Context: an optimization exercise on an open-source flow, tuned for small area. The choices shown serve that exercise and are no tape-out recipe.
Only simulation tests tie the RTL to the original design; equivalence was not proved.
Power and IR drop assume default switching activity.

File: flow/design.v
`timescale 1ns / 1ps
module main(clock_in,rst,A,B,C,D,E,F,G,anode,button,BIN2,TMP);
	input clock_in;
	input rst;
	output [3:0] anode;
	input button;
	output TMP;
	output A,B,C,D,E,F,G;
	output [3:0] BIN2;
	reg [4:0] c25;
	reg       h;
	reg [3:0] d10;
	reg [1:0] e4;
	reg [2:0] f5;
	reg [3:0] r1;
	reg [3:0] g1, g2, g3;
	reg [3:0] q1, q2, q3;
	reg [4:0] s;
	wire t25   = ~c25[4] & ~c25[3] & ~c25[0];
	wire t50   = t25 & h;
	wire t500  = t50 & d10[3] & d10[1];
	wire t2000 = t500 & (e4 == 2'd3);
	wire t1hz  = t2000 & ~f5[2] & ~f5[0];
	wire L4 = ~h;       
	wire L3 = ~e4[0];   
	wire L2 = ~e4[1];   
	wire [3:0] r2 = {r1[2:0], 1'b0} - {3'b000, L2};
	wire [3:0] r3 = d10 + {1'b0, e4, 1'b0} + {e4[0] ^ ~r1[0], 3'b000};
	wire n1 = (q1 != g1);
	wire n2 = (q2 != g2);
	wire n3 = (q3 != g3);
	wire spin = n1 | n2 | n3;
	always @(posedge clock_in)
		if (rst) begin
			c25 <= 5'b00110;
			h   <= 1'b1;
			d10 <= 4'd10;
			e4  <= 2'd3;
			f5  <= 3'b000;
			r1  <= 4'd0;
		end else begin
			c25 <= {c25[3:0], c25[0] ^ c25[4] ^ (~c25[2] & c25[3])};
			if (t25) h <= ~h;
			if (t50) d10 <= (d10[3] & d10[1]) ? 4'd1 : d10 + 4'd1;
			if (t500) e4 <= e4 + 2'd1;
			if (t2000) begin
				f5 <= {f5[1:0], ~(f5[1] | f5[2])};
				r1 <= r1 + 4'd1;
			end
		end
	always @(posedge clock_in)
		if (rst) begin
			g1 <= 4'd0;
			g2 <= 4'd0;
			g3 <= 4'd0;
		end else begin
			if (button & L2) g1 <= r1;
			if (button & L3) g2 <= r2;
			if (button & L4) g3 <= r3;
		end
	always @(posedge clock_in)
		if (rst) begin
			q1 <= 4'd0;
			q2 <= 4'd0;
			q3 <= 4'd0;
			s  <= 5'd0;
		end else begin
			if (s[0]) begin
				q1 <= 4'd0;
				q2 <= 4'd0;
				q3 <= 4'd0;
			end else if (t1hz) begin
				if (n1) q1 <= q1 + 4'd1;
				if (n2) q2 <= q2 + 4'd1;
				if (n3) q3 <= q3 + 4'd1;
			end
			if (t1hz) s <= {~spin, s[4:1]};
		end
	assign TMP  = spin;
	assign BIN2 = g1;
	wire score = (g1 == g2) & (g1 == q3) & g1[0];
	reg [3:0] anode;
	reg [3:0] digit;
	always @(*)
		case (e4)
			2'd3:    begin anode = 4'b1110; digit = q1; end
			2'd0:    begin anode = 4'b1101; digit = q2; end
			2'd1:    begin anode = 4'b1011; digit = q3; end
			default: begin anode = 4'b0111; digit = {3'b000, score}; end
		endcase
	reg [6:0] seg;
	always @(*)
		case (digit)
			4'h1: seg = 7'b1111001;
			4'h2: seg = 7'b0100100;
			4'h3: seg = 7'b0110000;
			4'h4: seg = 7'b0011001;
			4'h5: seg = 7'b0010010;
			4'h6: seg = 7'b0000010;
			4'h7: seg = 7'b1111000;
			4'h8: seg = 7'b0000000;
			4'h9: seg = 7'b0010000;
			4'hA: seg = 7'b0001000;
			4'hB: seg = 7'b0000011;
			4'hC: seg = 7'b1000110;
			4'hD: seg = 7'b0100001;
			4'hE: seg = 7'b0000110;
			4'hF: seg = 7'b0001110;
			default: seg = 7'b1000000;
		endcase
	assign {G,F,E,D,C,B,A} = seg;
endmodule
File: flow/flow/run.sh
#!/bin/bash
# Own layout flow: the standard synthesis, its combinational logic re-mapped
# for area by ABC (flip-flops untouched), then the standard ORFS layout steps.
set -euo pipefail
here=$(pwd)
R=$here/orfs/results/$FLOW_PLATFORM/main/base
bash standard.sh synth > standard_synth.log 2>&1
cp $R/1_2_yosys.v std_synth.v
export LIB_FILE=$FLOW_HOME/platforms/sky130hd/lib/sky130_fd_sc_hd__tt_025C_1v80.lib
export IN_NETLIST=$here/std_synth.v OUT_NETLIST=$here/remap.v ABC_SCRIPT=$here/flow/area.abc
export FF_CELLS=$(grep -oE "sky130_fd_sc_hd__(dfxtp|dfrtp|dfstp|dfbbp|dfrbp|edfxtp|sdf|dlx)[a-z0-9_]*" std_synth.v | sort -u | tr '\n' ' ')
yosys -c flow/remap.tcl > remap.log 2>&1
# same flip-flops, same names and cell types
ffs() { grep -oE "^\s*sky130_fd_sc_hd__(dfxtp|dfrtp|dfstp|dfbbp|dfrbp|edfxtp|sdf|dlx)[a-z0-9_]* +[^ ]+" "$1" | sed 's/^ *//' | sort; }
if ! diff <(ffs std_synth.v) <(ffs remap.v) > ff_diff.txt; then echo "flip-flops differ"; exit 1; fi
cp remap.v $R/1_2_yosys.v
rm -f $R/1_synth.odb $R/1_synth.sdc
export BUFFER_PORTS_ARGS="-buffer_cell sky130_fd_sc_hd__buf_1"
bash standard.sh > standard.log 2>&1
File: flow/flow/area.abc
strash
dc2
&get -n
&deepsyn -T 20
&put
dch -f
amap
File: flow/flow/remap.tcl
# Re-map the combinational logic of the standard synthesis netlist for area.
# The flip-flops of the standard synthesis are kept as they are (same
# instances, names and cell types); only the logic between them is remapped.
set lib $::env(LIB_FILE)
yosys read_liberty -ignore_miss_func $lib
yosys read_verilog $::env(IN_NETLIST)
yosys hierarchy -top $::env(FLOW_TOP)
foreach ff [split $::env(FF_CELLS)] { yosys blackbox $ff }
yosys flatten
yosys delete t:\$scopeinfo
yosys opt -purge
yosys abc -liberty $lib -dont_use sky130_fd_sc_hd__lpflow_bleeder_1 -dont_use sky130_fd_sc_hd__lpflow_clkbufkapwr_1 -dont_use sky130_fd_sc_hd__lpflow_clkbufkapwr_16 -dont_use sky130_fd_sc_hd__lpflow_clkbufkapwr_2 -dont_use sky130_fd_sc_hd__lpflow_clkbufkapwr_4 -dont_use sky130_fd_sc_hd__lpflow_clkbufkapwr_8 -dont_use sky130_fd_sc_hd__lpflow_clkinvkapwr_1 -dont_use sky130_fd_sc_hd__lpflow_clkinvkapwr_16 -dont_use sky130_fd_sc_hd__lpflow_clkinvkapwr_2 -dont_use sky130_fd_sc_hd__lpflow_clkinvkapwr_4 -dont_use sky130_fd_sc_hd__lpflow_clkinvkapwr_8 -dont_use sky130_fd_sc_hd__lpflow_decapkapwr_12 -dont_use sky130_fd_sc_hd__lpflow_decapkapwr_3 -dont_use sky130_fd_sc_hd__lpflow_decapkapwr_4 -dont_use sky130_fd_sc_hd__lpflow_decapkapwr_6 -dont_use sky130_fd_sc_hd__lpflow_decapkapwr_8 -dont_use sky130_fd_sc_hd__lpflow_inputiso0n_1 -dont_use sky130_fd_sc_hd__lpflow_inputiso0p_1 -dont_use sky130_fd_sc_hd__lpflow_inputiso1n_1 -dont_use sky130_fd_sc_hd__lpflow_inputiso1p_1 -dont_use sky130_fd_sc_hd__lpflow_inputisolatch_1 -dont_use sky130_fd_sc_hd__lpflow_isobufsrc_1 -dont_use sky130_fd_sc_hd__lpflow_isobufsrc_16 -dont_use sky130_fd_sc_hd__lpflow_isobufsrc_2 -dont_use sky130_fd_sc_hd__lpflow_isobufsrc_4 -dont_use sky130_fd_sc_hd__lpflow_isobufsrc_8 -dont_use sky130_fd_sc_hd__lpflow_isobufsrckapwr_16 -dont_use sky130_fd_sc_hd__lpflow_lsbuf_lh_hl_isowell_tap_1 -dont_use sky130_fd_sc_hd__lpflow_lsbuf_lh_hl_isowell_tap_2 -dont_use sky130_fd_sc_hd__lpflow_lsbuf_lh_hl_isowell_tap_4 -dont_use sky130_fd_sc_hd__lpflow_lsbuf_lh_isowell_4 -dont_use sky130_fd_sc_hd__lpflow_lsbuf_lh_isowell_tap_1 -dont_use sky130_fd_sc_hd__lpflow_lsbuf_lh_isowell_tap_2 -dont_use sky130_fd_sc_hd__lpflow_lsbuf_lh_isowell_tap_4 -dont_use sky130_fd_sc_hd__probe_p_8 -dont_use sky130_fd_sc_hd__probec_p_8  -script $::env(ABC_SCRIPT)
yosys opt_clean -purge
yosys hilomap -singleton -hicell sky130_fd_sc_hd__conb_1 HI -locell sky130_fd_sc_hd__conb_1 LO
yosys opt_clean -purge
yosys rename -hide {w:*.*}
yosys write_verilog -noattr -nohex -nodec $::env(OUT_NETLIST).tmp
# read back with the cells as black boxes so that ports are driven by cells directly
yosys design -reset
yosys read_liberty -lib $lib
yosys read_verilog $::env(OUT_NETLIST).tmp
yosys hierarchy -top $::env(FLOW_TOP)
yosys insbuf -buf sky130_fd_sc_hd__buf_1 A X
yosys opt_clean -purge
yosys tee -o remap_stat.txt stat -liberty $lib
yosys check -assert
yosys write_verilog -noattr -nohex -nodec $::env(OUT_NETLIST)
File: flow/standard.sh
#!/bin/bash
# synth_recipe.tcl (not shown) runs the flow's synth.tcl, then flattens the netlist and writes it again
# the make line also repeats each setting of config.mk as NAME=value (left out here)
make -C /OpenROAD-flow-scripts/flow DESIGN_CONFIG=/design/flow/config.mk WORK_HOME=/design/flow/orfs CLKGATE_MAP_FILE= SYNTH_SCRIPT=/design/flow/synth_recipe.tcl "${@:-finish}"
File: flow/config.mk
export PLATFORM = sky130hd
export DESIGN_NAME = main
export DESIGN_NICKNAME = main
export VERILOG_FILES = /design/flow/design.v
export SDC_FILE = /design/flow/constraint.sdc
export NUM_CORES = 4
export LEC_CHECK = 0
export CAP_MARGIN = 20
export CORE_MARGIN = 2
export CORE_UTILIZATION = 40
export CTS_BUF_LIST = sky130_fd_sc_hd__clkbuf_8
export CTS_CLUSTER_SIZE = 25
export SLEW_MARGIN = 20
File: flow/constraint.sdc
create_clock -name core_clock -period 10.0 [get_ports {clock_in}]
set_input_delay 2.0000 -clock core_clock [delete_from_list [all_inputs] [get_ports {clock_in}]]
set_output_delay 2.0000 -clock core_clock [all_outputs]
set_load 0.01 [all_outputs]
==> flow_metrics.env, run 1 <==
export IMPL_syn_to_final_growth_pct=10.2
export IMPL_yosysWarnings=1
export IMPL_nets=313
export IMPL_worst_r2r_setup_slack_ns=7.04
export IMPL_setup_viol=0
export IMPL_insertion_delay_ns=0.30
export IMPL_antenna_found_initial=0
export IMPL_powerDensity_nw_per_um2=165
export IMPL_stdcell_area_um2=2360
export IMPL_dieWidth_um=77.2
export IMPL_cts_tree="yes"
export IMPL_path_cells="clkinv_1, nand2_1, o22ai_1, a31oi_1, clkinv_1, a21oi_1, clkinv_1, nor2_1, nor2_1, a221o_1, buf_1"
export IMPL_r2r_end="q3[3]$_SDFFE_PP0P_"
export IMPL_dpl_hpwl_um=3800
export IMPL_period_share_pct=48.6
export IMPL_fmax_ghz=0.206
export IMPL_hp_start="c25[1]$_SDFF_PP1_"
export IMPL_reg2reg_from="c25[0]$_SDFF_PP0_"
export IMPL_wl_um=4980
export IMPL_rsz0062_at_grt="false"
export IMPL_numPortBuffers=18
export IMPL_cp_arrival_ns=2.86
export IMPL_end_kind="primary output"
export IMPL_critPathTopFamily="compound AO/OA/AOI/OAI gates"
export IMPL_initial_utilization_pct=41.7
export IMPL_holdPathStages=1
export IMPL_ctsHtreeMaxLevel=2
export IMPL_cp_slowest_cell="dfxtp_1"
export IMPL_critPathMaxFanout=8
export IMPL_setup_tns_ns=0
export IMPL_power_frac_comb_pct=17.0
export IMPL_dieArea_um2=5950
export IMPL_vdd_drop_max_mv=0.0886
export IMPL_power_static_leakage_nw=0.799
export IMPL_cts_sinks=48
export IMPL_grt_util_all_layers_pct=18.2
export IMPL_clkPwrFrac_pct=28.4
export IMPL_pre_cts_ws_ns=5.48
export IMPL_max_stage_delay_ns=0.44
export IMPL_finClkSkew_ns=0.00649
export IMPL_seqPwrFrac_pct=54.6
export IMPL_critPathRequiredTime_ns=8.00
export IMPL_via_count=2009
export IMPL_drive_above_1_share_pct=1.94
export IMPL_holdBufCountCts=0
export IMPL_rows=26
export IMPL_outcome="no timing/DRC/antenna violations"
export IMPL_grt_max_degree=16
export IMPL_antenna_cells=0
export IMPL_syn_cell_area_um2=2140
export IMPL_grt_pass1_vias=1763
export IMPL_final_antenna_net_count=0
export IMPL_cts_resized_gates=0
export IMPL_syn_inst=289
export IMPL_io_pins=19
export IMPL_wire_per_inst_um=13.1
export IMPL_cpMostUsedCell="clkinv_1"
export IMPL_switchingPower_w=0.000119
export IMPL_dpl_cell_area_um2=2280
export IMPL_hold_path_end="c25[2]$_SDFF_PP1_"
export IMPL_cts_setup_buffers=0
export IMPL_startpoint_type="flop"
export IMPL_slew_headroom_pct=51.9
export IMPL_setup_slack_ns=5.14
export IMPL_clock_path_buffers=2
export IMPL_drtIter0Drc=137
export IMPL_slew_violations=0
export IMPL_gp_congestion=0.805
export IMPL_synth_area_per_cell_um2=7.41
export IMPL_core_um2=5140
export IMPL_hp_class="flop to flop"
export IMPL_die_y_um=77.2
export IMPL_synth_nets=292
export IMPL_grt_overflow=0
export IMPL_root_buffer="clkbuf_8"
export IMPL_fin_crit_ns=4.86
export IMPL_critPathBufInv=4
export IMPL_via_per_inst=5.29
export IMPL_grt_pass1_wl_um=8610
export IMPL_drc=0
export IMPL_path_clk_slew_ns=0.08
export IMPL_total_power_w=0.000390
export IMPL_critPathKind="flop to primary output"
export IMPL_cts_buffers=5
export IMPL_worstRegToRegCells=11
export IMPL_finalHoldViolations=0
export IMPL_swShare_pct=30.5
export IMPL_power_internal_w=0.000271
export IMPL_drv_cap=0
export IMPL_first_pass_iters=4
export IMPL_worst_pin_slew_ns=0.714
[routing by layer]
| metal | GRT usage [%] | share of wire [%] | up-vias |
|---|---|---|---|
| met4 | 4.82 | 1.1 | 0 |
| met2 | 27.1 | 43 | 37 |
| met5 | 0 | 0 | - |
| met3 | 3.65 | 4.7 | 6 |
| li1 | - | - | 1056 |
| met1 | 26.7 | 52 | 910 |
[registers in the layout, indices dropped and copies added, names as in the netlist]
name  count
c25       5
d10       4
e4        2
f5        3
g1        4
g2        4
g3        4
h         1
q1        4
q2        4
q3        4
r1        4
s         5
[cell usage in the layout (no fill, tap or decap), drive strengths merged]
cell,n
a222oi,1
a31oi,5
nor4,3
nand3,5
inv,1
a31o,1
o21ai,20
a211oi,7
nand2,30
or2,3
clkbuf,5
nor3,9
clkinv,56
a221o,1
a21oi,13
nor2b,2
a22oi,2
o32ai,3
buf,18
o22ai,27
o22a,1
dfxtp,48
o21a,3
a221oi,3
nor2,39
nand4,1
o311a,1
a2111oi,1
o221ai,1
[through the flow]
| stage | std cells | util, % | hold WS (ns) |
|---|---|---|---|
| floorplan | 289 | - | 0.391 |
| global placement | 373 | 44.4 | 0.396 |
| detailed placement | 373 | 44.4 | 0.402 |
| CTS | 380 | 45.9 | 0.418 |
| global route | 380 | 45.9 | 0.453 |
| finish | 380 | 45.9 | 0.415 |
[area by class of cell]
| type | count | area [um2] |
|---|---|---|
| multi-input combinational | 182 | 958 |
| timing repair buffer | 18 | 67.6 |
| clock inverter | 2 | 8.76 |
| clock buffer | 5 | 68.8 |
| tap | 70 | 87.6 |
| inverter | 55 | 206 |
| sequential | 48 | 961 |
| fill | 579 | 2780 |
[worst register-to-register path: stages, from the launching register on]
cell,delay (ns)
dfxtp_1,0.34
nor3_1,0.27
nand2_1,0.16
nor3_1,0.52
nand3_1,0.33
nor2_1,0.25
nand2_1,0.16
nor2_1,0.19
nand2_1,0.11
nor2_1,0.19
nand2_1,0.10
a221oi_1,0.26
[power by group through the flow]
stage / clock network (W) / registers (W) / logic, W
after floorplan: 0 / 0.000215 / 0.0000496
final: 0.000111 / 0.000213 / 0.0000664
after CTS: 0.000112 / 0.000213 / 0.0000669
after detailed placement: 0 / 0.000217 / 0.0000664
after global placement: 0 / 0.000217 / 0.0000662
after global routing: 0.000120 / 0.000215 / 0.0000762
[worst max-delay path by stage]
stage,from,endpoint,depth (start not counted)
after floorplan,e4[1]$_SDFFE_PP1N_,D,10
after global placement,e4[1]$_SDFFE_PP1N_,D,11
after detailed placement,e4[1]$_SDFFE_PP1N_,D,11
after CTS,e4[1]$_SDFFE_PP1N_,D,11
after global routing,e4[1]$_SDFFE_PP1N_,D,11
final,e4[1]$_SDFFE_PP1N_,D,11
==> run 2, diff against run 1 <==
--- a/flow/config.mk
+++ b/flow/config.mk
@@ -9,5 +9,3 @@
 export CORE_MARGIN = 2
 export CORE_UTILIZATION = 40
-export CTS_BUF_LIST = sky130_fd_sc_hd__clkbuf_8
-export CTS_CLUSTER_SIZE = 25
 export SLEW_MARGIN = 20
==> run 2 against run 1 <==
Combinational power hardly changed. Routed wire length fell by 0.18%. Setup slack better by 0.0012 ns. Synthesized area unchanged. Highest routed layer unchanged. Critical path type unchanged.
==> flow_metrics.env, run 2 <==
export IMPL_critPathMaxFanout=8
export IMPL_finClkSkew_ns=0.00650
export IMPL_slew_violations=0
export IMPL_syn_cell_area_um2=2140
export IMPL_cts_resized_gates=0
export IMPL_drv_cap=0
export IMPL_yosysWarnings=1
export IMPL_via_per_inst=5.28
export IMPL_nets=313
export IMPL_powerDensity_nw_per_um2=166
export IMPL_critPathBufInv=4
export IMPL_rsz0062_at_grt="false"
export IMPL_grt_util_all_layers_pct=18.2
export IMPL_initial_utilization_pct=41.7
export IMPL_worstRegToRegCells=11
export IMPL_drtIter0Drc=137
export IMPL_end_kind="primary output"
export IMPL_fin_crit_ns=4.86
export IMPL_critPathTopFamily="compound AO/OA/AOI/OAI gates"
export IMPL_gp_congestion=0.805
export IMPL_via_count=2005
export IMPL_drc=0
export IMPL_cp_slowest_cell="dfxtp_1"
export IMPL_holdBufCountCts=0
export IMPL_dpl_cell_area_um2=2280
export IMPL_final_antenna_net_count=0
export IMPL_vdd_drop_max_mv=0.0886
export IMPL_grt_overflow=0
export IMPL_hp_class="flop to flop"
export IMPL_first_pass_iters=4
export IMPL_cts_setup_buffers=0
export IMPL_setup_viol=0
export IMPL_io_pins=19
export IMPL_path_cells="clkinv_1, nand2_1, o22ai_1, a31oi_1, clkinv_1, a21oi_1, clkinv_1, nor2_1, nor2_1, a221o_1, buf_1"
export IMPL_pre_cts_ws_ns=5.48
export IMPL_nFillCells=579
export IMPL_die_y_um=77.2
export IMPL_cts_buffers=5
export IMPL_insertion_delay_ns=0.30
export IMPL_numPortBuffers=18
export IMPL_path_clk_slew_ns=0.08
export IMPL_wl_um=4970
export IMPL_grt_max_degree=16
export IMPL_worst_pin_slew_ns=0.714
export IMPL_largestRegisters="c25 (5), s (5)"
export IMPL_setup_tns_ns=0
export IMPL_cts_sinks=48
export IMPL_cpMostUsedCell="clkinv_1"
export IMPL_hold_path_end="c25[2]$_SDFF_PP1_"
export IMPL_syn_inst=289
export IMPL_dieWidth_um=77.2
export IMPL_synth_area_per_cell_um2=7.41
export IMPL_fmax_ghz=0.206
export IMPL_hp_start="c25[1]$_SDFF_PP1_"
export IMPL_post_route_util_pct=45.9
export IMPL_critPathKind="flop to primary output"
export IMPL_clock_path_buffers=2
export IMPL_worst_r2r_setup_slack_ns=7.03
export IMPL_setup_slack_ns=5.14
export IMPL_ctsHtreeMaxLevel=2
export IMPL_reg2reg_from="c25[0]$_SDFF_PP0_"
export IMPL_holdPathStages=1
export IMPL_drive_above_1_share_pct=1.94
export IMPL_final_common_cell="clkinv_1"
export IMPL_period_share_pct=48.6
export IMPL_outcome="no timing/DRC/antenna violations"
export IMPL_max_stage_delay_ns=0.44
export IMPL_core_um2=5140
export IMPL_dieArea_um2=5950
export IMPL_critPathRequiredTime_ns=8.00
export IMPL_grt_pass1_vias=1763
export IMPL_root_buffer="clkbuf_8"
export IMPL_antenna_cells=0
export IMPL_hold_worst_slack_ns=0.416
export IMPL_stdcell_area_um2=2360
export IMPL_finalHoldViolations=0
export IMPL_startpoint_type="flop"
export IMPL_syn_to_final_growth_pct=10.2
export IMPL_synth_nets=292
export IMPL_wire_per_inst_um=13.1
export IMPL_r2r_end="q3[3]$_SDFFE_PP0P_"
export IMPL_slew_headroom_pct=51.9
export IMPL_rows=26
export IMPL_antenna_found_initial=0
export IMPL_cp_arrival_ns=2.86
export IMPL_cts_tree="yes"
export IMPL_final_cell_mix="55 x clkinv_1, 48 x dfxtp_1, 39 x nor2_1"
export IMPL_dpl_hpwl_um=3800
export IMPL_power_static_leakage_nw=0.795
export IMPL_grt_pass1_wl_um=8610
[run 2: cell types whose count changed in the layout (fill, tap and decap cells not counted), sizes merged]
cell / change
inv: -1
clkbuf: +1
[run 2: worst max-delay path by stage]
| stage | cells after the start | from | to | slack [ns] |
|---|---|---|---|---|
| final | 11 | e4[1]$_SDFFE_PP1N_ | D | 5.14 |
| after global routing | 11 | e4[1]$_SDFFE_PP1N_ | D | 4.68 |
| after CTS | 11 | e4[1]$_SDFFE_PP1N_ | D | 5.15 |
| after detailed placement | 11 | e4[1]$_SDFFE_PP1N_ | D | 5.48 |
| after global placement | 11 | e4[1]$_SDFFE_PP1N_ | D | 5.67 |
| after floorplan | 10 | e4[1]$_SDFFE_PP1N_ | D | 5.89 |
[run 2: final cells by class]
type | instances | area, um2 | area share [%]
Timing Repair Buffer | 18 | 67.6 | 2.86
Tap cell | 70 | 87.6 | 3.71
Clock buffer | 6 | 72.6 | 3.08
Multi-Input combinational cell | 182 | 958 | 40.6
Sequential cell | 48 | 961 | 40.7
Clock inverter | 1 | 5.00 | 0.212
Inverter | 55 | 206 | 8.75
[run 2: metrics by stage]
stage	instances	total power (W)
final	380	0.000391
after global routing	380	0.000412
after CTS	380	0.000393
after detailed placement	373	0.000284
after global placement	373	0.000283
after floorplan	289	0.000264
[run 2: worst reg2reg max path: cells and delay by family (launching register included)]
family	cells	cell delay, ns
AOI/OAI and AO/OA	1	0.26
DFF	1	0.34
and+or+nand+nor	10	2.28
[run 2: report_power, final]
group,switching [W],internal (W)
clock,0.0000639,0.0000477
combinational,0.0000449,0.0000215
sequential,0.0000100,0.000203
total,0.000119,0.000272
[run 2: metal layers]
layer	vias up	track usage, %	share of wire [%]
met1	906	26.7	52
met2	37	27.1	42
met4	0	4.82	1.1
met5	-	0	0
li1	1056	-	-
met3	6	3.65	4.7
==> run 3, diff against run 2 <==
--- a/flow/design.v
+++ b/flow/design.v
@@ -15,5 +15,6 @@
 	reg [3:0] r1;
 	reg [3:0] g1, g2, g3;
-	reg [3:0] q1, q2, q3;
+	reg [3:0] qn1, qn2, qn3;   
+	wire [3:0] q1 = ~qn1, q2 = ~qn2, q3 = ~qn3;
 	reg [4:0] s;
 	wire t25   = ~c25[4] & ~c25[3] & ~c25[0];
@@ -61,17 +62,17 @@
 	always @(posedge clock_in)
 		if (rst) begin
-			q1 <= 4'd0;
-			q2 <= 4'd0;
-			q3 <= 4'd0;
+			qn1 <= 4'hf;
+			qn2 <= 4'hf;
+			qn3 <= 4'hf;
 			s  <= 5'd0;
 		end else begin
 			if (s[0]) begin
-				q1 <= 4'd0;
-				q2 <= 4'd0;
-				q3 <= 4'd0;
+				qn1 <= 4'hf;
+				qn2 <= 4'hf;
+				qn3 <= 4'hf;
 			end else if (t1hz) begin
-				if (n1) q1 <= q1 + 4'd1;
-				if (n2) q2 <= q2 + 4'd1;
-				if (n3) q3 <= q3 + 4'd1;
+				if (n1) qn1 <= qn1 - 4'd1;
+				if (n2) qn2 <= qn2 - 4'd1;
+				if (n3) qn3 <= qn3 - 4'd1;
 			end
 			if (t1hz) s <= {~spin, s[4:1]};
--- a/flow/flow/run.sh
+++ b/flow/flow/run.sh
@@ -1,5 +1,6 @@
 #!/bin/bash
 # Own layout flow: the standard synthesis, its combinational logic re-mapped
-# for area by ABC (flip-flops untouched), then the standard ORFS layout steps.
+# for area by ABC (flip-flops untouched; the smallest of several seeded runs
+# is kept), then the standard ORFS layout steps.
 set -euo pipefail
 here=$(pwd)
@@ -8,7 +9,24 @@
 cp $R/1_2_yosys.v std_synth.v
 export LIB_FILE=$FLOW_HOME/platforms/sky130hd/lib/sky130_fd_sc_hd__tt_025C_1v80.lib
-export IN_NETLIST=$here/std_synth.v OUT_NETLIST=$here/remap.v ABC_SCRIPT=$here/flow/area.abc
+export IN_NETLIST=$here/std_synth.v
 export FF_CELLS=$(grep -oE "sky130_fd_sc_hd__(dfxtp|dfrtp|dfstp|dfbbp|dfrbp|edfxtp|sdf|dlx)[a-z0-9_]*" std_synth.v | sort -u | tr '\n' ' ')
-yosys -c flow/remap.tcl > remap.log 2>&1
+mkdir -p remap
+remap_one() {
+  sed "s/SEED/$1/" flow/area.abc > remap/area_$1.abc
+  ABC_SCRIPT=$here/remap/area_$1.abc OUT_NETLIST=$here/remap/remap_$1.v STAT_FILE=$here/remap/stat_$1.txt \
+    yosys -c flow/remap.tcl > remap/remap_$1.log 2>&1 || true
+}
+for s in 1 2 3 4; do remap_one $s & done; wait
+for s in 5 6 7 8; do remap_one $s & done; wait
+best=""; bestarea=""
+for s in 1 2 3 4 5 6 7 8; do
+  [[ -f remap/stat_$s.txt && -f remap/remap_$s.v ]] || continue
+  a=$(awk '/Chip area/ {print $NF}' remap/stat_$s.txt)
+  echo "seed $s area $a" >> remap/areas.txt
+  if [[ -z "$best" ]] || awk -v a=$a -v b=$bestarea 'BEGIN{exit !(a<b)}'; then best=$s; bestarea=$a; fi
+done
+[[ -n "$best" ]] || { echo "no remap result"; exit 1; }
+echo "best seed $best area $bestarea" >> remap/areas.txt
+cp remap/remap_$best.v remap.v
 # same flip-flops, same names and cell types
 ffs() { grep -oE "^\s*sky130_fd_sc_hd__(dfxtp|dfrtp|dfstp|dfbbp|dfrbp|edfxtp|sdf|dlx)[a-z0-9_]* +[^ ]+" "$1" | sed 's/^ *//' | sort; }
==> flow/flow/area.abc (replaced) <==
strash
dc2
&get -n
&deepsyn -T 20 -S SEED
&put
dch -f
amap
--- a/flow/flow/remap.tcl
+++ b/flow/flow/remap.tcl
@@ -23,5 +23,5 @@
 yosys insbuf -buf sky130_fd_sc_hd__buf_1 A X
 yosys opt_clean -purge
-yosys tee -o remap_stat.txt stat -liberty $lib
+yosys tee -o $::env(STAT_FILE) stat -liberty $lib
 yosys check -assert
 yosys write_verilog -noattr -nohex -nodec $::env(OUT_NETLIST)
==> run 3 against run 2 <==
Still clean on timing, DRC and antenna. Critical path depth fell by 2. Worst hold slack improved by 0.0026 ns. Non-clock buffer count did not move. Sequential power barely moved. Clock power rose by 11%.
==> flow_metrics.env, run 3 <==
export IMPL_power_internal_w=0.000285
export IMPL_grt_util_all_layers_pct=17.6
export IMPL_io_pins=19
export IMPL_slew_headroom_pct=50.3
export IMPL_grt_overflow=0
export IMPL_reg2reg_from="c25[4]$_SDFF_PP0_"
export IMPL_syn_cell_area_um2=2110
export IMPL_wl_um=4790
export IMPL_critPathRequiredTime_ns=8.00
export IMPL_final_cell_mix="58 x clkinv_1, 48 x dfxtp_1, 39 x nor2_1"
export IMPL_numPortBuffers=18
export IMPL_grt_max_degree=18
export IMPL_hp_start="c25[1]$_SDFF_PP1_"
export IMPL_rows=26
export IMPL_hp_class="flop to flop"
export IMPL_holdBufCountCts=0
export IMPL_synth_nets=281
export IMPL_insertion_delay_ns=0.30
export IMPL_end_kind="primary output"
export IMPL_fmax_ghz=0.201
export IMPL_post_route_util_pct=46.0
export IMPL_power_frac_comb_pct=15.9
export IMPL_nFillCells=522
export IMPL_syn_inst=278
export IMPL_cts_tree="yes"
export IMPL_dpl_hpwl_um=3700
export IMPL_die_y_um=76.7
export IMPL_rsz0062_at_grt="false"
export IMPL_critPathKind="flop to primary output"
export IMPL_critPathMaxFanout=10
export IMPL_powerDensity_nw_per_um2=169
export IMPL_cp_arrival_ns=2.98
export IMPL_antenna_found_initial=0
export IMPL_fin_crit_ns=4.98
export IMPL_ctsHtreeMaxLevel=2
export IMPL_worst_pin_slew_ns=0.745
export IMPL_gp_congestion=0.864
export IMPL_power_static_leakage_nw=0.812
export IMPL_cts_sinks=48
export IMPL_drc=0
export IMPL_core_um2=5110
export IMPL_via_per_inst=5.24
export IMPL_wire_per_inst_um=13.0
export IMPL_hold_worst_slack_ns=0.419
export IMPL_root_buffer="clkbuf_8"
export IMPL_synth_area_per_cell_um2=7.61
export IMPL_cts_buffers=5
export IMPL_vdd_drop_max_mv=0.0853
export IMPL_drive_above_1_share_pct=2.34
export IMPL_path_clk_slew_ns=0.08
export IMPL_antenna_cells=0
export IMPL_startpoint_type="flop"
export IMPL_cts_setup_buffers=0
export IMPL_seqPwrFrac_pct=53.0
export IMPL_setup_viol=0
export IMPL_slew_violations=0
export IMPL_drtIter0Drc=197
export IMPL_via_count=1932
export IMPL_switchingPower_w=0.000113
export IMPL_dpl_cell_area_um2=2250
export IMPL_grt_pass1_wl_um=8280
export IMPL_cts_resized_gates=0
export IMPL_initial_utilization_pct=41.4
export IMPL_setup_tns_ns=0
export IMPL_syn_to_final_growth_pct=11.2
export IMPL_final_antenna_net_count=0
export IMPL_drv_cap=0
export IMPL_clkPwrFrac_pct=31.0
export IMPL_finalHoldViolations=0
export IMPL_grt_pass1_vias=1752
export IMPL_finClkSkew_ns=0.00402
export IMPL_outcome="no timing/DRC/antenna violations"
export IMPL_largestRegisters="c25 (5), s (5)"
export IMPL_stdcell_area_um2=2350
export IMPL_swShare_pct=28.5
export IMPL_dieWidth_um=76.7
export IMPL_clock_path_buffers=2
export IMPL_dieArea_um2=5880
export IMPL_first_pass_iters=5
export IMPL_yosysWarnings=1
export IMPL_startpoint="e4[1]$_SDFFE_PP1N_"
export IMPL_nets=302
export IMPL_final_common_cell="clkinv_1"
export IMPL_period_share_pct=49.8
run 3: cell count changes in the layout (fill, tap and decap cells not counted), sizes merged, moves of 5 or more:
cell,change
a21oi,-6
a31oi,-5
o22ai,+5
a211oi,-5
o211ai,+7
o21ai,-6
run 3: final timing paths:
path,slack [ns],cells past startpoint,to
setup / recovery,5.02,9,G
hold / removal,0.42,1,c25[2]$_SDFF_PP1_
setup reg to reg,6.79,14,qn1[3]$_SDFFE_PP1P_
hold reg to reg,0.42,1,c25[2]$_SDFF_PP1_
run 3: worst max-delay path, cell delays in order (launching register included):
cell and delay, ns:
dfxtp_1 0.51, nor2_1 0.18, a222oi_1 0.73, clkinv_1 0.24, o22ai_1 0.24, o22ai_1 0.14, nor2_1 0.16, nor2_1 0.07
o32ai_1 0.24, buf_1 0.18
run 3: final cells by class:
cell class,count,area [um2],share of cell area [%]
flip-flops and latches,48,961,40.9
repair buffers,18,67.6,2.87
inverters,58,218,9.26
well taps,70,87.6,3.73
multi-input cells,168,921,39.2
clock buffers,7,96.3,4.10
run 3: power groups by stage:
stage          registers (W)  clock network (W)  logic [W]
2_1_floorplan       0.000213                  0  0.0000476
4_1_cts             0.000211           0.000128  0.0000639
3_3_place_gp        0.000215                  0  0.0000636
6_report            0.000211           0.000124  0.0000635
3_5_place_dp        0.000216                  0  0.0000635
5_1_grt             0.000213           0.000138  0.0000732
run 3: routing by layer:
| layer | part of all wire (%) | global-route usage, % |
|---|---|---|
| met5 | 0 | 0 |
| met4 | 0.38 | 6.55 |
| met3 | 4.4 | 3.65 |
| met2 | 47 | 29.0 |
| met1 | 48 | 22.6 |
run 3: per-stage QoR:
stage	power [W]	cells	worst slack, ns
2_1_floorplan	0.000261	278	5.72
3_3_place_gp	0.000279	362	5.55
3_5_place_dp	0.000279	362	5.42
4_1_cts	0.000403	369	5.07
5_1_grt	0.000424	369	4.76
6_report	0.000398	369	5.02
==> run 4, diff against run 3 <==
--- a/flow/flow/run.sh
+++ b/flow/flow/run.sh
@@ -35,3 +35,4 @@
 rm -f $R/1_synth.odb $R/1_synth.sdc
 export BUFFER_PORTS_ARGS="-buffer_cell sky130_fd_sc_hd__buf_1"
+export CTS_ARGS="-sink_clustering_enable -repair_clock_nets -buf_list sky130_fd_sc_hd__clkbuf_16 -dont_use_dummy_load"
 bash standard.sh > standard.log 2>&1
==> run 4 against run 3 <==
Global-route usage about the same. Cell count decreased by 0.54%. Via count increased by 1.8%. Critical path depth unchanged. Fmax decreased by 0.21%. Synthesized cell count unchanged. Sequential share of layout area decreased by 0.49 points. Worst hold slack got worse by 0.0052 ns. Core utilization increased by 0.56 points. Synthesized area unchanged. Setup slack got worse by 0.011 ns.
==> flow_metrics.env, run 4 <==
export IMPL_synth_nets=281
export IMPL_critPathRequiredTime_ns=8.00
export IMPL_cp_arrival_ns=2.99
export IMPL_path_clk_slew_ns=0.06
export IMPL_grt_pass1_wl_um=8190
export IMPL_antenna_cells=0
export IMPL_setup_tns_ns=0
export IMPL_initial_utilization_pct=41.4
export IMPL_yosysWarnings=1
export IMPL_gp_congestion=0.864
export IMPL_numPortBuffers=18
export IMPL_cts_buffers=5
export IMPL_grt_pass1_vias=1735
export IMPL_cts_sinks=48
export IMPL_fmax_ghz=0.200
export IMPL_wl_um=4800
export IMPL_slew_violations=0
export IMPL_synth_area_per_cell_um2=7.61
export IMPL_cts_setup_buffers=0
export IMPL_power_static_leakage_nw=0.824
export IMPL_critPathMaxFanout=10
export IMPL_grt_overflow=0
export IMPL_syn_cell_area_um2=2110
export IMPL_hold_worst_slack_ns=0.413
export IMPL_drc=0
export IMPL_setup_slack_ns=5.01
export IMPL_powerDensity_nw_per_um2=180
export IMPL_io_pins=19
export IMPL_nFillCells=519
export IMPL_cts_resized_gates=0
export IMPL_nets=302
export IMPL_hp_class="flop to flop"
export IMPL_critPathKind="flop to primary output"
export IMPL_largestRegisters="c25 (5), s (5)"
export IMPL_final_common_cell="clkinv_1"
export IMPL_fin_crit_ns=4.99
export IMPL_syn_inst=278
export IMPL_dieArea_um2=5880
export IMPL_grt_util_all_layers_pct=17.6
export IMPL_cts_tree="yes"
export IMPL_pre_cts_ws_ns=5.42
export IMPL_via_per_inst=5.36
export IMPL_first_pass_iters=6
export IMPL_drive_above_1_share_pct=1.68
export IMPL_end_kind="primary output"
export IMPL_drv_cap=0
export IMPL_insertion_delay_ns=0.29
export IMPL_dpl_hpwl_um=3700
export IMPL_core_um2=5110
export IMPL_outcome="no timing/DRC/antenna violations"
export IMPL_finalHoldViolations=0
export IMPL_root_buffer="clkbuf_16"
export IMPL_wire_per_inst_um=13.1
export IMPL_drtIter0Drc=195
export IMPL_holdBufCountCts=0
export IMPL_final_cell_count_no_fill=367
export IMPL_final_cell_mix="58 x clkinv_1, 48 x dfxtp_1, 39 x nor2_1"
export IMPL_slew_headroom_pct=47.1
export IMPL_setup_viol=0
export IMPL_worst_pin_slew_ns=0.793
export IMPL_syn_to_final_growth_pct=12.5
export IMPL_antenna_found_initial=0
export IMPL_clock_path_buffers=2
export IMPL_rows=26
export IMPL_via_count=1967
export IMPL_startpoint_type="flop"
export IMPL_ctsHtreeMaxLevel=2
export IMPL_grt_max_degree=18
export IMPL_worst_r2r_setup_slack_ns=6.83
export IMPL_vdd_drop_max_mv=0.0890
export IMPL_rsz0062_at_grt="false"
export IMPL_final_antenna_net_count=0
export IMPL_dp_cells=362
export IMPL_dieWidth_um=76.7
export IMPL_die_y_um=76.7
export IMPL_period_share_pct=49.9
export IMPL_finClkSkew_ns=0.00509
[run 4: routing by layer]
| metal | vias up | wire length, um | share of wire [%] | GRT usage (%) |
|---|---|---|---|---|
| met5 | - | 0 | 0 | 0 |
| li1 | 1029 | - | - | - |
| met3 | 8 | 269 | 5.6 | 4.35 |
| met4 | 0 | 74 | 1.5 | 6.55 |
| met1 | 876 | 2270 | 47 | 22.4 |
| met2 | 54 | 2180 | 45 | 28.6 |
[run 4: stage by stage]
step                      utilization, %  area [um2]  power (W)
after floorplan                        -        2110   0.000261
after global placement              44.1        2250   0.000279
after global routing                46.6        2380   0.000453
final                               46.6        2380   0.000428
after CTS                           46.6        2380   0.000432
after detailed placement            44.1        2250   0.000279
[run 4: worst max-delay path, cell delays in order (launching register included)]
cell      delay (ns)
dfxtp_1         0.50
nor2_1          0.18
a222oi_1        0.74
clkinv_1        0.25
o22ai_1         0.24
o22ai_1         0.14
nor2_1          0.16
nor2_1          0.07
o32ai_1         0.24
buf_1           0.18
[run 4: path summary, 6_finish.rpt]
path                              end  cells past startpoint               start
setup / recovery                    G                      9  e4[1]$_SDFFE_PP1N_
hold / removal      c25[2]$_SDFF_PP1_                      1   c25[1]$_SDFF_PP1_
setup reg to reg  qn1[3]$_SDFFE_PP1P_                     14   c25[4]$_SDFF_PP0_
hold reg to reg     c25[2]$_SDFF_PP1_                      1   c25[1]$_SDFF_PP1_
[run 4: final cells by class]
type | instances | area [um2] | area share, %
clock buffer | 5 | 125 | 5.26
inverter | 58 | 218 | 9.15
multi-input combinational | 168 | 921 | 38.7
sequential | 48 | 961 | 40.4
tap | 70 | 87.6 | 3.68
timing repair buffer | 18 | 67.6 | 2.84
[run 4: report_power, final]
group	leakage, nW	total, W	switching (W)	internal, W
Sequential	0.391	0.000211	0.00000906	0.000202
Clock	0.0616	0.000153	0.0000650	0.0000884
Combinational	0.371	0.0000634	0.0000424	0.0000211
==> run 5, diff against run 4 <==
--- a/flow/flow/run.sh
+++ b/flow/flow/run.sh
@@ -35,4 +35,4 @@
 rm -f $R/1_synth.odb $R/1_synth.sdc
 export BUFFER_PORTS_ARGS="-buffer_cell sky130_fd_sc_hd__buf_1"
-export CTS_ARGS="-sink_clustering_enable -repair_clock_nets -buf_list sky130_fd_sc_hd__clkbuf_16 -dont_use_dummy_load"
+export CTS_ARGS="-sink_clustering_enable -repair_clock_nets -buf_list sky130_fd_sc_hd__clkbuf_8 -dont_use_dummy_load"
 bash standard.sh > standard.log 2>&1
==> run 5 against run 4 <==
Synthesized area unchanged. Non-clock buffer count is the same. Setup slack improved by 0.013 ns. Design area shrank 2.4%. Critical path type unchanged. Die area unchanged. Cell count is the same.
==> flow_metrics.env, run 5 <==
export IMPL_hp_start="c25[1]$_SDFF_PP1_"
export IMPL_rsz0062_at_grt="false"
export IMPL_first_pass_iters=5
export IMPL_clock_path_buffers=2
export IMPL_die_y_um=76.7
export IMPL_slew_violations=0
export IMPL_reg2reg_from="c25[4]$_SDFF_PP0_"
export IMPL_fin_crit_ns=4.98
export IMPL_grt_pass1_vias=1762
export IMPL_grt_util_all_layers_pct=17.5
export IMPL_final_cell_count_no_fill=367
export IMPL_r2r_end="qn1[3]$_SDFFE_PP1P_"
export IMPL_worst_pin_slew_ns=0.766
export IMPL_ctsHtreeMaxLevel=2
export IMPL_dpl_hpwl_um=3700
export IMPL_end_kind="primary output"
export IMPL_path_clk_slew_ns=0.08
export IMPL_synth_area_per_cell_um2=7.61
export IMPL_wl_um=4800
export IMPL_hold_path_end="c25[2]$_SDFF_PP1_"
export IMPL_hp_class="flop to flop"
export IMPL_antenna_found_initial=0
export IMPL_syn_to_final_growth_pct=9.88
export IMPL_via_count=1950
export IMPL_grt_overflow=0
export IMPL_rows=26
export IMPL_cpMostUsedCell="nor2_1"
export IMPL_cts_resized_gates=0
export IMPL_outcome="no timing/DRC/antenna violations"
export IMPL_critPathBufInv=2
export IMPL_via_per_inst=5.31
export IMPL_wire_per_inst_um=13.1
export IMPL_worstRegToRegCells=14
export IMPL_fmax_ghz=0.201
export IMPL_max_stage_delay_ns=0.74
export IMPL_worst_r2r_setup_slack_ns=6.78
export IMPL_finalHoldViolations=0
export IMPL_final_antenna_net_count=0
export IMPL_drv_cap=0
export IMPL_finClkSkew_ns=0.00871
export IMPL_grt_pass1_wl_um=8290
export IMPL_io_pins=19
export IMPL_dieArea_um2=5880
export IMPL_root_buffer="clkbuf_8"
export IMPL_syn_cell_area_um2=2110
export IMPL_holdBufCountCts=0
export IMPL_numPortBuffers=18
export IMPL_critPathRequiredTime_ns=8.00
export IMPL_initial_utilization_pct=41.4
export IMPL_path_cells="nor2_1, a222oi_1, clkinv_1, o22ai_1, o22ai_1, nor2_1, nor2_1, o32ai_1, buf_1"
export IMPL_critPathKind="flop to primary output"
export IMPL_dp_cells=362
export IMPL_drive_above_1_share_pct=1.68
export IMPL_period_share_pct=49.8
export IMPL_holdPathStages=1
export IMPL_slew_headroom_pct=48.9
export IMPL_cts_tree="yes"
export IMPL_vdd_drop_max_mv=0.0888
export IMPL_setup_tns_ns=0
export IMPL_pre_cts_ws_ns=5.42
export IMPL_hold_worst_slack_ns=0.419
export IMPL_cts_setup_buffers=0
export IMPL_setup_viol=0
export IMPL_synth_nets=281
export IMPL_largestRegisters="c25 (5), s (5)"
export IMPL_core_um2=5110
export IMPL_cts_buffers=5
export IMPL_dieWidth_um=76.7
export IMPL_setup_slack_ns=5.02
export IMPL_power_static_leakage_nw=0.798
export IMPL_powerDensity_nw_per_um2=163
export IMPL_insertion_delay_ns=0.29
export IMPL_drc=0
export IMPL_final_common_cell="clkinv_1"
export IMPL_total_power_w=0.000378
export IMPL_startpoint_type="flop"
export IMPL_gp_congestion=0.864
export IMPL_syn_inst=278
export IMPL_cts_sinks=48
export IMPL_critPathMaxFanout=10
export IMPL_grt_max_degree=18
export IMPL_cp_slowest_cell="a222oi_1"
export IMPL_drtIter0Drc=204
export IMPL_antenna_cells=0
export IMPL_nets=302
export IMPL_critPathTopFamily="compound AO/OA/AOI/OAI gates"
export IMPL_yosysWarnings=1
export IMPL_final_cell_mix="58 x clkinv_1, 48 x dfxtp_1, 39 x nor2_1"
export IMPL_cp_arrival_ns=2.98
run 5: stage by stage:
| stage | area (um2) | util, % |
|---|---|---|
| after floorplan | 2110 | - |
| after detailed placement | 2250 | 44.1 |
| after global placement | 2250 | 44.1 |
| after global routing | 2320 | 45.5 |
| after CTS | 2320 | 45.5 |
| final | 2320 | 45.5 |
run 5: worst reg2reg max path, stage by stage, from the launching register on:
cell and delay (ns):
dfxtp_1 0.32, nor3_1 0.23, nand2_1 0.15, nor3_1 0.41, clkinv_1 0.18, nor2_1 0.18
nand2_1 0.21, nor3_1 0.35, clkinv_1 0.21, nor2_1 0.24, nand2_1 0.14, nor2_1 0.18
nand2_1 0.12, clkinv_1 0.06, o221ai_1 0.09
run 5: layout make-up:
cell class	count	area (um2)
Timing Repair Buffer	18	67.6
Inverter	58	218
Clock buffer	5	68.8
Tap cell	70	87.6
Multi-Input combinational cell	168	921
Fill cell	526	2780
Sequential cell	48	961
run 5: metal layers:
| layer | wire length, um | part of all wire, % | track usage, % | vias up |
|---|---|---|---|---|
| met1 | 2270 | 47 | 22.3 | 870 |
| met5 | 0 | 0 | 0 | - |
| met3 | 224 | 4.7 | 3.65 | 5 |
| met2 | 2270 | 47 | 29.6 | 47 |
| li1 | - | - | - | 1028 |
| met4 | 40 | 0.83 | 5.45 | 0 |
run 5: worst max path at each step:
stage / startpoint / to / slack (ns) / cells after the start
after floorplan: e4[0]$_SDFFE_PP1N_ / G / 5.72 / 10
after global placement: e4[0]$_SDFFE_PP1N_ / D / 5.55 / 12
after detailed placement: e4[1]$_SDFFE_PP1N_ / G / 5.42 / 9
after CTS: e4[1]$_SDFFE_PP1N_ / G / 5.08 / 9
after global routing: e4[0]$_SDFFE_PP1N_ / D / 4.77 / 12
final: e4[1]$_SDFFE_PP1N_ / G / 5.02 / 9
run 5: power breakdown:
group / switching (W) / internal (W) / total (W)
Clock: 0.0000579 / 0.0000452 / 0.000103
Combinational: 0.0000425 / 0.0000211 / 0.0000636
Sequential: 0.00000902 / 0.000202 / 0.000211
==> run 6, diff against run 5 <==
--- a/flow/design.v
+++ b/flow/design.v
@@ -10,5 +10,5 @@
 	reg [4:0] c25;
 	reg       h;
-	reg [3:0] d10;
+	reg [3:0] z;     
 	reg [1:0] e4;
 	reg [2:0] f5;
@@ -20,5 +20,6 @@
 	wire t25   = ~c25[4] & ~c25[3] & ~c25[0];
 	wire t50   = t25 & h;
-	wire t500  = t50 & d10[3] & d10[1];
+	wire dw    = ~z[0] & (z[1] ^ e4[0]) & (z[2] == (e4[0] ^ e4[1])) & (z[3] ^ e4[0] & e4[1]);
+	wire t500  = t50 & dw;
 	wire t2000 = t500 & (e4 == 2'd3);
 	wire t1hz  = t2000 & ~f5[2] & ~f5[0];
@@ -27,5 +28,5 @@
 	wire L2 = ~e4[1];   
 	wire [3:0] r2 = {r1[2:0], 1'b0} - {3'b000, L2};
-	wire [3:0] r3 = d10 + {1'b0, e4, 1'b0} + {e4[0] ^ ~r1[0], 3'b000};
+	wire [3:0] r3 = {z[3] ^ e4[0] ^ ~r1[0], z[2:0]};
 	wire n1 = (q1 != g1);
 	wire n2 = (q2 != g2);
@@ -36,5 +37,5 @@
 			c25 <= 5'b00110;
 			h   <= 1'b1;
-			d10 <= 4'd10;
+			z   <= 4'd0;
 			e4  <= 2'd3;
 			f5  <= 3'b000;
@@ -43,5 +44,5 @@
 			c25 <= {c25[3:0], c25[0] ^ c25[4] ^ (~c25[2] & c25[3])};
 			if (t25) h <= ~h;
-			if (t50) d10 <= (d10[3] & d10[1]) ? 4'd1 : d10 + 4'd1;
+			if (t50) z <= dw ? {z[3] ^ ~(e4[0] & e4[1]), z[2:1], 1'b1} : z + 4'd1;
 			if (t500) e4 <= e4 + 2'd1;
 			if (t2000) begin
--- a/flow/flow/run.sh
+++ b/flow/flow/run.sh
@@ -19,6 +19,7 @@
 for s in 1 2 3 4; do remap_one $s & done; wait
 for s in 5 6 7 8; do remap_one $s & done; wait
+for s in 9 10 11 12; do remap_one $s & done; wait
 best=""; bestarea=""
-for s in 1 2 3 4 5 6 7 8; do
+for s in 1 2 3 4 5 6 7 8 9 10 11 12; do
   [[ -f remap/stat_$s.txt && -f remap/remap_$s.v ]] || continue
   a=$(awk '/Chip area/ {print $NF}' remap/stat_$s.txt)
@@ -35,4 +36,4 @@
 rm -f $R/1_synth.odb $R/1_synth.sdc
 export BUFFER_PORTS_ARGS="-buffer_cell sky130_fd_sc_hd__buf_1"
-export CTS_ARGS="-sink_clustering_enable -repair_clock_nets -buf_list sky130_fd_sc_hd__clkbuf_8 -dont_use_dummy_load"
+export CTS_ARGS="-repair_clock_nets -buf_list sky130_fd_sc_hd__clkbuf_8 -dont_use_dummy_load"
 bash standard.sh > standard.log 2>&1
==> run 6 against run 5 <==
Global-route usage decreased by 0.32 points. Critical endpoint is now A. Critical path depth unchanged. Sequential cell count unchanged. Critical path type unchanged. Sequential share of layout area increased by 0.47 points. Fmax increased by 3.9%. Design area decreased by 1.1%.
==> flow_metrics.env, run 6 <==
export IMPL_fin_crit_ns=4.79
export IMPL_dpl_cell_area_um2=2230
export IMPL_worstRegToRegCells=13
export IMPL_syn_to_final_growth_pct=10.0
export IMPL_grt_util_all_layers_pct=17.2
export IMPL_via_count=1954
export IMPL_startpoint="e4[1]$_SDFFE_PP1N_"
export IMPL_r2r_end="qn3[3]$_SDFFE_PP1P_"
export IMPL_holdPathStages=1
export IMPL_core_um2=5070
export IMPL_setup_tns_ns=0
export IMPL_critPathRequiredTime_ns=8.00
export IMPL_grt_overflow=0
export IMPL_grt_pass1_vias=1665
export IMPL_cts_resized_gates=0
export IMPL_gp_congestion=0.833
export IMPL_rsz0062_at_grt="false"
export IMPL_insertion_delay_ns=0.30
export IMPL_grt_pass1_wl_um=7870
export IMPL_cts_setup_buffers=0
export IMPL_period_share_pct=47.9
export IMPL_outcome="no timing/DRC/antenna violations"
export IMPL_synth_nets=274
export IMPL_antenna_cells=0
export IMPL_powerDensity_nw_per_um2=156
export IMPL_dieWidth_um=76.3
export IMPL_yosysWarnings=1
export IMPL_critPathKind="flop to primary output"
export IMPL_pre_cts_ws_ns=5.55
export IMPL_largestRegisters="c25 (5), s (5)"
export IMPL_holdBufCountCts=0
export IMPL_hp_start="c25[1]$_SDFF_PP1_"
export IMPL_first_pass_iters=4
export IMPL_critPathMaxFanout=8
export IMPL_io_pins=19
export IMPL_finalHoldViolations=0
export IMPL_numPortBuffers=18
export IMPL_max_stage_delay_ns=0.46
export IMPL_initial_utilization_pct=41.1
export IMPL_hold_path_end="c25[2]$_SDFF_PP1_"
export IMPL_cp_arrival_ns=2.79
export IMPL_reg2reg_from="e4[1]$_SDFFE_PP1N_"
export IMPL_syn_inst=271
export IMPL_worst_r2r_setup_slack_ns=7.19
export IMPL_setup_slack_ns=5.21
export IMPL_slew_headroom_pct=55.5
export IMPL_root_buffer="clkbuf_8"
export IMPL_final_antenna_net_count=0
export IMPL_path_clk_slew_ns=0.07
export IMPL_finClkSkew_ns=0.0190
export IMPL_nFillCells=517
export IMPL_dpl_hpwl_um=3720
export IMPL_clock_path_buffers=2
export IMPL_drive_above_1_share_pct=1.72
export IMPL_wire_per_inst_um=13.2
export IMPL_cts_buffers=5
export IMPL_cp_slowest_cell="dfxtp_1"
export IMPL_hp_class="flop to flop"
export IMPL_startpoint_type="flop"
export IMPL_final_cell_mix="54 x clkinv_1, 48 x dfxtp_1, 33 x o22ai_1"
export IMPL_globalRouteMet1Util_pct=21.8
export IMPL_nets=295
export IMPL_grt_max_degree=17
export IMPL_slew_violations=0
export IMPL_final_common_cell="clkinv_1"
export IMPL_path_cells="clkinv_1, nand2_1, o22ai_1, a31oi_1, nor2_1, o21ai_0, o21ai_0, o32ai_1, buf_1"
export IMPL_rows=26
export IMPL_drv_cap=0
export IMPL_met2_usage_pct=28.1
export IMPL_dieArea_um2=5810
export IMPL_antenna_found_initial=0
export IMPL_cpMostUsedCell="o21ai_0"
export IMPL_syn_cell_area_um2=2090
export IMPL_drc=0
export IMPL_cts_sinks=48
export IMPL_busiest_layer="met2"
export IMPL_setup_viol=0
export IMPL_synth_area_per_cell_um2=7.71
export IMPL_power_static_leakage_nw=0.755
export IMPL_die_y_um=76.3
export IMPL_cts_tree="yes"
export IMPL_drtIter0Drc=93
export IMPL_use_met3_pct=3.79
export IMPL_fmax_ghz=0.209
export IMPL_end_kind="primary output"
export IMPL_stdcell_area_um2=2300
export IMPL_via_per_inst=5.43
export IMPL_wl_um=4760
export IMPL_worst_pin_slew_ns=0.665
export IMPL_vdd_drop_max_mv=0.0882
export IMPL_ctsHtreeMaxLevel=2
==> run 6: layout make-up <==
type	count	area, um2	share of cell area (%)
tap	70	87.6	3.81
multi-input combinational	165	910	39.6
sequential	48	961	41.8
clock buffer	5	68.8	3.00
inverter	54	203	8.82
timing repair buffer	18	67.6	2.94
==> run 6: through the flow <==
| step | std cells | total power [W] | utilization (%) | hold WS, ns |
|---|---|---|---|---|
| 6_report | 360 | 0.000358 | 45.3 | 0.421 |
| 5_1_grt | 360 | 0.000375 | 45.3 | 0.466 |
| 4_1_cts | 360 | 0.000361 | 45.3 | 0.429 |
| 3_5_place_dp | 355 | 0.000258 | 43.9 | 0.415 |
| 3_3_place_gp | 355 | 0.000259 | 43.9 | 0.405 |
| 2_1_floorplan | 271 | 0.000245 | - | 0.391 |
==> run 6: routing by layer <==
metal	part of all wire, %	wire, um
met4	2.2	105
met1	47	2240
met2	47	2230
met5	0	0
met3	3.8	179
==> run 6: worst max path at each step <==
stage               slack [ns]  end  cells past startpoint
global placement          5.58    A                     10
CTS                       5.21    A                     10
finish                    5.21    A                      9
global route              4.85    A                      9
detailed placement        5.55    A                     10
floorplan                 5.79    A                     10
==> run 6: critical path: cells and delay by family, from the launching register on <==
family / cells / cell delay (ns)
buf+inv: 2 / 0.43
simple gates: 2 / 0.36
flops: 1 / 0.46
compound gates: 5 / 1.25
==> run 6: power breakdown <==
part           switching [W]  internal (W)
clock              0.0000583     0.0000452
combinational      0.0000324     0.0000147
sequential        0.00000745      0.000200
total              0.0000981      0.000259
==> run 7, diff against run 6 <==
--- a/flow/flow/run.sh
+++ b/flow/flow/run.sh
@@ -36,4 +36,4 @@
 rm -f $R/1_synth.odb $R/1_synth.sdc
 export BUFFER_PORTS_ARGS="-buffer_cell sky130_fd_sc_hd__buf_1"
-export CTS_ARGS="-repair_clock_nets -buf_list sky130_fd_sc_hd__clkbuf_8 -dont_use_dummy_load"
+export CTS_ARGS="-sink_clustering_enable -sink_clustering_size 30 -sink_clustering_max_diameter 200 -repair_clock_nets -buf_list sky130_fd_sc_hd__clkbuf_16 -dont_use_dummy_load"
 bash standard.sh > standard.log 2>&1
==> run 7 against run 6 <==
Power is 14% higher. Sequential power about the same. Worst hold slack worse by 0.0040 ns. Synthesized area unchanged. Clock skew fell by 0.0066 ns. Cell count did not move. Die area stayed put. Register-to-register slack worse by 0.02 ns. Critical path depth is 2 higher. Synthesized cell count is the same. Design area grew 2.5%. Sequential share of layout area shrank 1.0 points. Critical endpoint unchanged. Highest routed layer unchanged.
==> flow_metrics.env, run 7 <==
export IMPL_nFillCells=512
export IMPL_insertion_delay_ns=0.29
export IMPL_rows=26
export IMPL_slew_headroom_pct=55.7
export IMPL_cts_tree="yes"
export IMPL_finClkSkew_ns=0.0125
export IMPL_power_static_leakage_nw=0.781
export IMPL_met2_usage_pct=28.7
export IMPL_swShare_pct=25.4
export IMPL_die_y_um=76.3
export IMPL_grt_max_degree=17
export IMPL_clock_path_buffers=2
export IMPL_end_kind="primary output"
export IMPL_drive_above_1_share_pct=1.72
export IMPL_seqPwrFrac_pct=51.0
export IMPL_grt_overflow=0
export IMPL_critPathMaxFanout=8
export IMPL_wl_um=4760
export IMPL_fin_crit_ns=4.79
export IMPL_setup_viol=0
export IMPL_initial_utilization_pct=41.1
export IMPL_setup_tns_ns=0
export IMPL_dieWidth_um=76.3
export IMPL_syn_cell_area_um2=2090
export IMPL_root_buffer="clkbuf_16"
export IMPL_antenna_cells=0
export IMPL_pre_cts_ws_ns=5.55
export IMPL_io_pins=19
export IMPL_dpl_hpwl_um=3720
export IMPL_final_cell_mix="54 x clkinv_1, 48 x dfxtp_1, 33 x o22ai_1"
export IMPL_final_antenna_net_count=0
export IMPL_finalHoldViolations=0
export IMPL_busiest_layer="met2"
export IMPL_holdBufCountCts=0
export IMPL_drtIter0Drc=102
export IMPL_critPathRequiredTime_ns=8.00
export IMPL_antenna_found_initial=0
export IMPL_power_internal_w=0.000303
export IMPL_switchingPower_w=0.000103
export IMPL_power_frac_comb_pct=11.6
export IMPL_syn_to_final_growth_pct=12.7
export IMPL_wire_per_inst_um=13.2
export IMPL_drc=0
export IMPL_rsz0062_at_grt="false"
export IMPL_startpoint_type="flop"
export IMPL_grt_pass1_vias=1683
export IMPL_synth_area_per_cell_um2=7.71
export IMPL_cts_buffers=5
export IMPL_period_share_pct=47.9
export IMPL_cts_setup_buffers=0
export IMPL_hp_class="flop to flop"
export IMPL_slew_violations=0
export IMPL_first_pass_iters=4
export IMPL_fmax_ghz=0.209
export IMPL_path_clk_slew_ns=0.05
export IMPL_final_common_cell="clkinv_1"
export IMPL_critPathKind="flop to primary output"
export IMPL_core_um2=5070
export IMPL_cts_resized_gates=0
export IMPL_yosysWarnings=1
export IMPL_syn_inst=271
export IMPL_via_per_inst=5.40
export IMPL_largestRegisters="c25 (5), s (5)"
export IMPL_grt_pass1_wl_um=7890
export IMPL_setup_slack_ns=5.21
export IMPL_clkPwrFrac_pct=37.3
export IMPL_powerDensity_nw_per_um2=173
export IMPL_gp_congestion=0.833
export IMPL_synth_nets=274
export IMPL_via_count=1945
export IMPL_ctsHtreeMaxLevel=2
export IMPL_vdd_drop_max_mv=0.0848
export IMPL_globalRouteMet1Util_pct=21.4
export IMPL_cp_arrival_ns=2.79
export IMPL_outcome="no timing/DRC/antenna violations"
export IMPL_worst_pin_slew_ns=0.662
export IMPL_grt_util_all_layers_pct=17.2
export IMPL_hold_worst_slack_ns=0.417
export IMPL_nets=295
export IMPL_drv_cap=0
export IMPL_numPortBuffers=18
export IMPL_cts_sinks=48
export IMPL_use_met3_pct=4.15
export IMPL_dieArea_um2=5810
==> run 7: cell count changes in the layout (fill, tap and decap cells not counted) <==
cell       change
clkbuf_8       -5
clkbuf_16      +5
==> run 7: final timing paths <==
| check | start | endpoint | slack (ns) | depth (start not counted) |
|---|---|---|---|---|
| max | e4[1]$_SDFFE_PP1N_ | A | 5.21 | 11 |
| min | c25[1]$_SDFF_PP1_ | c25[2]$_SDFF_PP1_ | 0.42 | 1 |
| max reg2reg | e4[1]$_SDFFE_PP1N_ | qn3[3]$_SDFFE_PP1P_ | 7.17 | 13 |
| min reg2reg | c25[1]$_SDFF_PP1_ | c25[2]$_SDFF_PP1_ | 0.42 | 1 |
==> run 7: stage by stage <==
step           util (%)  area (um2)  total power [W]  instances
2_1_floorplan         -        2090         0.000245        271
3_3_place_gp       43.9        2230         0.000259        355
3_5_place_dp       43.9        2230         0.000258        355
4_1_cts            46.4        2350         0.000409        360
5_1_grt            46.4        2350         0.000423        360
6_report           46.4        2350         0.000406        360
==> run 7: metal layers <==
layer  part of all wire (%)  up-vias
met1                     47      878
met5                      0        -
met3                    3.4       11
li1                       -     1020
met2                     47       36
met4                    2.3        0
==> run 7: worst max-delay path, cell delays in order (launching register included) <==
cell and delay, ns:
dfxtp_1 0.46, clkinv_1 0.25, nand2_1 0.23, o22ai_1 0.10, a31oi_1 0.35, o41ai_1 0.18
clkinv_1 0.13, nor2_1 0.06, or2_0 0.27, o21ai_0 0.24, o32ai_1 0.11, buf_1 0.14
==> run 7: area by class of cell <==
type                            count  area, um2  area share, %
Tap cell                           70       87.6           3.72
Inverter                           54        203           8.61
Timing Repair Buffer               18       67.6           2.87
Clock buffer                        5        125           5.32
Sequential cell                    48        961           40.8
Multi-Input combinational cell    165        910           38.6
==> run 7: power by group through the flow <==
stage / sequential (W) / clock (W) / combinational (W)
after global placement: 0.000211 / 0 / 0.0000472
final: 0.000207 / 0.000152 / 0.0000473
after CTS: 0.000207 / 0.000154 / 0.0000473
after global routing: 0.000209 / 0.000161 / 0.0000538
after detailed placement: 0.000211 / 0 / 0.0000470
after floorplan: 0.000210 / 0 / 0.0000348
==> run 8, diff against run 7 <==
--- a/flow/flow/run.sh
+++ b/flow/flow/run.sh
@@ -36,4 +36,4 @@
 rm -f $R/1_synth.odb $R/1_synth.sdc
 export BUFFER_PORTS_ARGS="-buffer_cell sky130_fd_sc_hd__buf_1"
-export CTS_ARGS="-sink_clustering_enable -sink_clustering_size 30 -sink_clustering_max_diameter 200 -repair_clock_nets -buf_list sky130_fd_sc_hd__clkbuf_16 -dont_use_dummy_load"
+export CTS_ARGS="-sink_clustering_enable -repair_clock_nets -buf_list sky130_fd_sc_hd__clkbuf_8 -dont_use_dummy_load"
 bash standard.sh > standard.log 2>&1
==> run 8 against run 7 <==
Largest cell class unchanged. Still clean. Non-clock buffer count stayed put. Largest power group unchanged. Critical endpoint unchanged. Critical path type unchanged. Power is 12% lower. Routed wire length is essentially flat. Design area is 2.4% lower.
==> flow_metrics.env, run 8 <==
export IMPL_power_static_leakage_nw=0.755
export IMPL_dpl_hpwl_um=3720
export IMPL_swShare_pct=27.4
export IMPL_syn_to_final_growth_pct=10.0
export IMPL_pre_cts_ws_ns=5.55
export IMPL_slew_violations=0
export IMPL_cts_resized_gates=0
export IMPL_io_pins=19
export IMPL_critPathRequiredTime_ns=8.00
export IMPL_insertion_delay_ns=0.30
export IMPL_grt_pass1_wl_um=7870
export IMPL_setup_tns_ns=0
export IMPL_dieWidth_um=76.3
export IMPL_setup_slack_ns=5.21
export IMPL_cp_arrival_ns=2.79
export IMPL_worst_pin_slew_ns=0.665
export IMPL_slew_headroom_pct=55.5
export IMPL_grt_util_all_layers_pct=17.2
export IMPL_outcome="no timing/DRC/antenna violations"
export IMPL_antenna_found_initial=0
export IMPL_largestRegisters="c25 (5), s (5)"
export IMPL_switchingPower_w=0.0000981
export IMPL_critPathMaxFanout=8
export IMPL_core_um2=5070
export IMPL_fin_crit_ns=4.79
export IMPL_rsz0062_at_grt="false"
export IMPL_dieArea_um2=5810
export IMPL_numPortBuffers=18
export IMPL_rows=26
export IMPL_via_per_inst=5.43
export IMPL_ctsHtreeMaxLevel=2
export IMPL_power_frac_comb_pct=13.2
export IMPL_nets=295
export IMPL_hp_class="flop to flop"
export IMPL_fmax_ghz=0.209
export IMPL_first_pass_iters=4
export IMPL_vdd_drop_max_mv=0.0882
export IMPL_dpl_cell_area_um2=2230
export IMPL_seqPwrFrac_pct=57.9
export IMPL_holdBufCountCts=0
export IMPL_setup_viol=0
export IMPL_synth_area_per_cell_um2=7.71
export IMPL_stdcell_area_um2=2300
export IMPL_root_buffer="clkbuf_8"
export IMPL_clock_path_buffers=2
export IMPL_initial_utilization_pct=41.1
export IMPL_cts_sinks=48
export IMPL_nFillCells=517
export IMPL_drc=0
export IMPL_critPathKind="flop to primary output"
export IMPL_holdPathStages=1
export IMPL_final_antenna_net_count=0
export IMPL_final_common_cell="clkinv_1"
export IMPL_finalHoldViolations=0
export IMPL_cts_setup_buffers=0
export IMPL_power_internal_w=0.000259
export IMPL_wire_per_inst_um=13.2
export IMPL_path_clk_slew_ns=0.07
export IMPL_drv_cap=0
export IMPL_cts_buffers=5
export IMPL_grt_overflow=0
export IMPL_powerDensity_nw_per_um2=156
export IMPL_wl_um=4760
export IMPL_startpoint_type="flop"
export IMPL_final_cell_mix="54 x clkinv_1, 48 x dfxtp_1, 33 x o22ai_1"
export IMPL_antenna_cells=0
export IMPL_clkPwrFrac_pct=28.9
export IMPL_synth_nets=274
export IMPL_finClkSkew_ns=0.0190
export IMPL_cts_tree="yes"
export IMPL_grt_max_degree=17
export IMPL_worstRegToRegCells=13
export IMPL_gp_congestion=0.833
export IMPL_period_share_pct=47.9
export IMPL_grt_pass1_vias=1665
export IMPL_yosysWarnings=1
export IMPL_drive_above_1_share_pct=1.72
export IMPL_syn_inst=271
export IMPL_syn_cell_area_um2=2090
export IMPL_via_count=1954
export IMPL_die_y_um=76.3
export IMPL_drtIter0Drc=93
export IMPL_end_kind="primary output"
==> run 8: power groups by stage <==
stage	combinational [W]	clock (W)	sequential (W)
after floorplan	0.0000348	0	0.000210
after global placement	0.0000472	0	0.000211
after detailed placement	0.0000470	0	0.000211
after CTS	0.0000472	0.000106	0.000207
after global routing	0.0000537	0.000112	0.000208
final	0.0000471	0.000103	0.000207
==> run 8: worst max-delay path, stage by stage (launching register included) <==
cell and delay [ns]:
dfxtp_1 0.46, clkinv_1 0.25, nand2_1 0.22, o22ai_1 0.10, a31oi_1 0.40, nor2_1 0.14
o21ai_0 0.31, o21ai_0 0.19, o32ai_1 0.25, buf_1 0.18
==> run 8: cell type report <==
type | count | area [um2] | area share [%]
Multi-Input combinational cell | 165 | 910 | 39.6
Sequential cell | 48 | 961 | 41.8
Timing Repair Buffer | 18 | 67.6 | 2.94
Inverter | 54 | 203 | 8.82
Tap cell | 70 | 87.6 | 3.81
Clock buffer | 5 | 68.8 | 3.00
==> run 8: metrics by stage <==
step | hold slack, ns | total power [W] | util (%) | std cells
6_report | 0.421 | 0.000358 | 45.3 | 360
3_3_place_gp | 0.405 | 0.000259 | 43.9 | 355
4_1_cts | 0.429 | 0.000361 | 45.3 | 360
3_5_place_dp | 0.415 | 0.000258 | 43.9 | 355
5_1_grt | 0.466 | 0.000375 | 45.3 | 360
2_1_floorplan | 0.391 | 0.000245 | - | 271
==> run 8: metal layers <==
metal	GRT usage, %	vias to the layer above	part of all wire, %
li1	-	1015	-
met1	21.8	885	47
met2	28.1	45	47
met3	3.79	9	3.8
met4	7.45	0	2.2
met5	0	-	0
==> run 8: final timing paths <==
check	slack, ns	start	endpoint
worst max register to register	7.19	e4[1]$_SDFFE_PP1N_	qn3[3]$_SDFFE_PP1P_
worst min-delay path	0.42	c25[1]$_SDFF_PP1_	c25[2]$_SDFF_PP1_
worst min register to register	0.42	c25[1]$_SDFF_PP1_	c25[2]$_SDFF_PP1_
worst max-delay path	5.21	e4[1]$_SDFFE_PP1N_	A
